This is an optimization exercise on Yosys and OpenROAD, whose aim is small area, not a production implementation. Only simulation tests tie the RTL to the original design; equivalence was not proved. Power figures rest on the tool's default switching activity, not on a simulated workload.

== exp/garnet ==
Design SystolicArray, start of the top module:
module SystolicArray #(parameter SIZE = 4, parameter DATA_WIDTH = 8)(
    input [SIZE*DATA_WIDTH-1:0] A,
    input [SIZE*DATA_WIDTH-1:0] B,
    input clk,
    input rst,
    output done,
    output [SIZE*SIZE*2*DATA_WIDTH-1:0] C
);
reg [79:0] ad0, ad1, ad2, ad3, bd0, bd1, bd2, bd3;
always @(posedge clk) begin
    ad0 <= {ad0[71:0], A[7:0]};   ad1 <= {ad1[71:0], A[15:8]};
    ad2 <= {ad2[71:0], A[23:16]}; ad3 <= {ad3[71:0], A[31:24]};
    bd0 <= {bd0[71:0], B[7:0]};   bd1 <= {bd1[71:0], B[15:8]};
    bd2 <= {bd2[71:0], B[23:16]}; bd3 <= {bd3[71:0], B[31:24]};
end
reg [10:1] T;
always @(posedge clk or negedge rst) begin
    if (!rst) T <= 10'd0;
    else T <= {T[9:1], 1'b1};
end
assign done = T[10];
wire [3:0] v = T[10:7];
reg [15:0] pe00_acc;
wire [15:0] pe00_sum;
wire [7:0] pe00_a = ad0[55:48];
wire [7:0] pe00_b = bd0[55:48];
always @(posedge clk or negedge rst)
    if (!rst) pe00_acc <= 16'd0; else pe00_acc <= pe00_sum;
assign C[15:0] = pe00_acc;
wire pe00_p1 = (pe00_a[0] & pe00_b[0] & v[0]);
wire pe00_p2 = (pe00_a[0] & pe00_b[1] & v[0]);
wire pe00_p3 = (pe00_a[0] & pe00_b[2] & v[0]);
wire pe00_p4 = (pe00_a[0] & pe00_b[3] & v[0]);
wire pe00_p5 = (pe00_a[0] & pe00_b[4] & v[0]);
wire pe00_p6 = (pe00_a[0] & pe00_b[5] & v[0]);
wire pe00_p7 = (pe00_a[0] & pe00_b[6] & v[0]);
wire pe00_p8 = ~(pe00_a[0] & pe00_b[7] & v[0]);
wire pe00_p9 = (pe00_a[1] & pe00_b[0] & v[0]);
wire pe00_p10 = (pe00_a[1] & pe00_b[1] & v[0]);
wire pe00_p11 = (pe00_a[1] & pe00_b[2] & v[0]);
wire pe00_p12 = (pe00_a[1] & pe00_b[3] & v[0]);
  ...
Size: ~910 flip-flops, roughly 320 I/O pins.
clock: 6.0 ns
lec_check: 0
abc_area: 1
cap_margin: 20
core_margin: 2
core_utilization: 65
place_density: 0.75
setup_slack_margin: 0.2
slew_margin: 20
synth_hierarchical: 1
standard.sh (not shown) runs the stock make flow with config.mk's settings and CLKGATE_MAP_FILE= SYNTH_SCRIPT=/design/flow/synth_recipe.tcl, a recipe that flattens the netlist after the stock synthesis.
==> flow/flow/run.sh <==
#!/bin/bash
set -o pipefail
export BUFFER_PORTS_ARGS="-buffer_cell sky130_fd_sc_hd__buf_1"
export CTS_ARGS="-sink_clustering_enable -repair_clock_nets -dont_use_dummy_load -buf_list {sky130_fd_sc_hd__clkbuf_16} -sink_clustering_size 30 -sink_clustering_max_diameter 100"
bash standard.sh > standard_flow.log 2>&1
--- input diff exp/garnet..exp/lagoon ---
==> flow/flow/run.sh <==
#!/bin/bash
set -o pipefail
export BUFFER_PORTS_ARGS="-buffer_cell sky130_fd_sc_hd__buf_1"
export CTS_ARGS="-sink_clustering_enable -repair_clock_nets -dont_use_dummy_load -buf_list {sky130_fd_sc_hd__clkbuf_8} -sink_clustering_size 16 -sink_clustering_max_diameter 60"
bash standard.sh > standard_flow.log 2>&1
Results
Compared exp/garnet against exp/lagoon; cell area within noise. Looking at maximum fanout along the worst path, exp/lagoon sits 2 below exp/garnet. Compared with exp/garnet, exp/lagoon shows a lower setup slack. Compared with exp/garnet, exp/lagoon shows cell count higher by about 0.8%. Re number of sequential cells in the layout: no difference whatsoever between exp/lagoon and exp/garnet. Between exp/garnet and exp/lagoon, worst endpoint data arrival time is lower for exp/garnet, exp/lagoon comes in above that. exp/lagoon vs exp/garnet, worst hold slack went down by 0.014 ns. Critical path depth: exp/lagoon vs exp/garnet identical.
For exp/pepper, these inputs were changed with respect to exp/lagoon:
==> flow/flow/run.sh <==
#!/bin/bash
set -o pipefail
export BUFFER_PORTS_ARGS="-buffer_cell sky130_fd_sc_hd__buf_1"
export CTS_ARGS="-sink_clustering_enable -repair_clock_nets -dont_use_dummy_load -buf_list {sky130_fd_sc_hd__clkbuf_4 sky130_fd_sc_hd__clkbuf_8}"
bash standard.sh > standard_flow.log 2>&1
-- flow/config.mk --
<<< exp/lagoon, line 11
export CORE_UTILIZATION = 65
export PLACE_DENSITY = 0.75
>>> exp/pepper, line 11
export CORE_UTILIZATION = 55
export PLACE_DENSITY = 0.7
### Flow results
exp/pepper ends up with a die area that is 18% higher than in exp/lagoon. After detailed routing, exp/lagoon needs less wire than exp/pepper. Relative to exp/lagoon, setup slack after placement has increased by 0.031 ns in exp/pepper. exp/pepper against exp/lagoon: areal power density over the cells rose about 2.6%; average size of a mapped cell has remained practically unchanged. exp/pepper against exp/lagoon: reported clock group power went up by about 40%; total cell area at the placement stage went up by about 0.4%; die outline width went up by 24 um.
Modified inputs, exp/maple compared to exp/pepper
-- flow/config.mk --
<<< exp/pepper, line 11
export CORE_UTILIZATION = 55
export PLACE_DENSITY = 0.7
>>> exp/maple, line 11
export CORE_UTILIZATION = 40
export PLACE_DENSITY = 0.6
exp/maple was carried through to the last stage, and its layout satisfied the timing, design-rule and antenna checks.
exp/pepper reports its critical path startpoint as T[8] while exp/maple reports T[9].
| global-route wire length before repair | higher: exp/maple |
Diff exp/pepper -> exp/maple: clock latency of the later-clocked register in the worst-skew pair picked up an extra 0.06 ns, synthesized area per cell neither gained nor lost much, global placement routability congestion lost 0.018, critical path depth picked up an extra 1, width of the die picked up an extra about 17%.
In the reports for exp/maple and exp/pepper, the larger final worst-path setup slack belongs to exp/pepper.
Of exp/maple and exp/pepper, the run reporting the lower number of clock buffers in the layout was exp/pepper.
On power attributed to combinational cells, exp/maple and exp/pepper are basically level.

========
Another version of the RTL of SystolicArray (not shown whole).
For scale: ~910 flip-flops, ~0.048 sq mm of cells after synthesis.
clock: 6.0 ns
lec_check: 0
abc_area: 1
cap_margin: 20
core_margin: 2
core_utilization: 55
place_density: 0.7
setup_slack_margin: 0.05
slew_margin: 20
synth_hierarchical: 1
==> flow/flow/run.sh <==
#!/bin/bash
set -o pipefail
export BUFFER_PORTS_ARGS="-buffer_cell sky130_fd_sc_hd__buf_1"
export CTS_ARGS="-sink_clustering_enable -repair_clock_nets -dont_use_dummy_load -buf_list {sky130_fd_sc_hd__clkbuf_8} -sink_clustering_size 22 -sink_clustering_max_diameter 50"
bash standard.sh > standard_flow.log 2>&1
Edit:
==> flow/flow/run.sh (replaced) <==
#!/bin/bash
set -o pipefail
export BUFFER_PORTS_ARGS="-buffer_cell sky130_fd_sc_hd__buf_1"
export CTS_ARGS="-sink_clustering_enable -repair_clock_nets -dont_use_dummy_load -buf_list {sky130_fd_sc_hd__clkbuf_8} -sink_clustering_size 16 -sink_clustering_max_diameter 60"
bash standard.sh > standard_flow.log 2>&1
Effect:
- worst setup slack is worse by 0.021 ns
- final cell count hardly moves
- routed wire length grows slightly
- global-route usage barely changes
- via count barely changes
- area after synthesis is unchanged
- sequential share of layout area barely changes

-- separate check: timing with driven ports --
No port has a modelled driver above. Below, the same layouts with a new extraction and two added sets of constraints.
Step 1 assumes that a clkbuf_16 drives the clock port and a buf_2 every other input.
Step 2 moves the port delays by t, midway between the first and last clock arrival at a register: inputs arrive t later, outputs are due t later. That takes back most of the time a late clock gives input paths.
Slacks: ideal / step 1 / step 2; pairs: ideal / step 1.
| run | shift t [ns] | setup slack, ns | slew at the worst register clock pin (ns) | worst data-port slew with drivers (ns) |
|---|---|---|---|---|
| exp/garnet | 0.646 | 0.296 / 0.296 / 0.296 | 0.12 / 0.12 | 0.04 |
| exp/lagoon | 0.709 | 0.271 / 0.271 / 0.271 | 0.10 / 0.10 | 0.04 |
| exp/pepper | 0.847 | 0.350 / 0.350 / 0.350 | 0.06 / 0.06 | 0.04 |
| exp/maple | 0.903 | 0.327 / 0.327 / 0.327 | 0.06 / 0.06 | 0.04 |
| the first run of note 2 | 0.769 | 0.344 / 0.344 / 0.344 | 0.12 / 0.12 | 0.04 |
| the second run of note 2 | 0.777 | 0.323 / 0.323 / 0.323 | 0.10 / 0.10 | 0.04 |
After both steps every run listed still meets setup and hold.
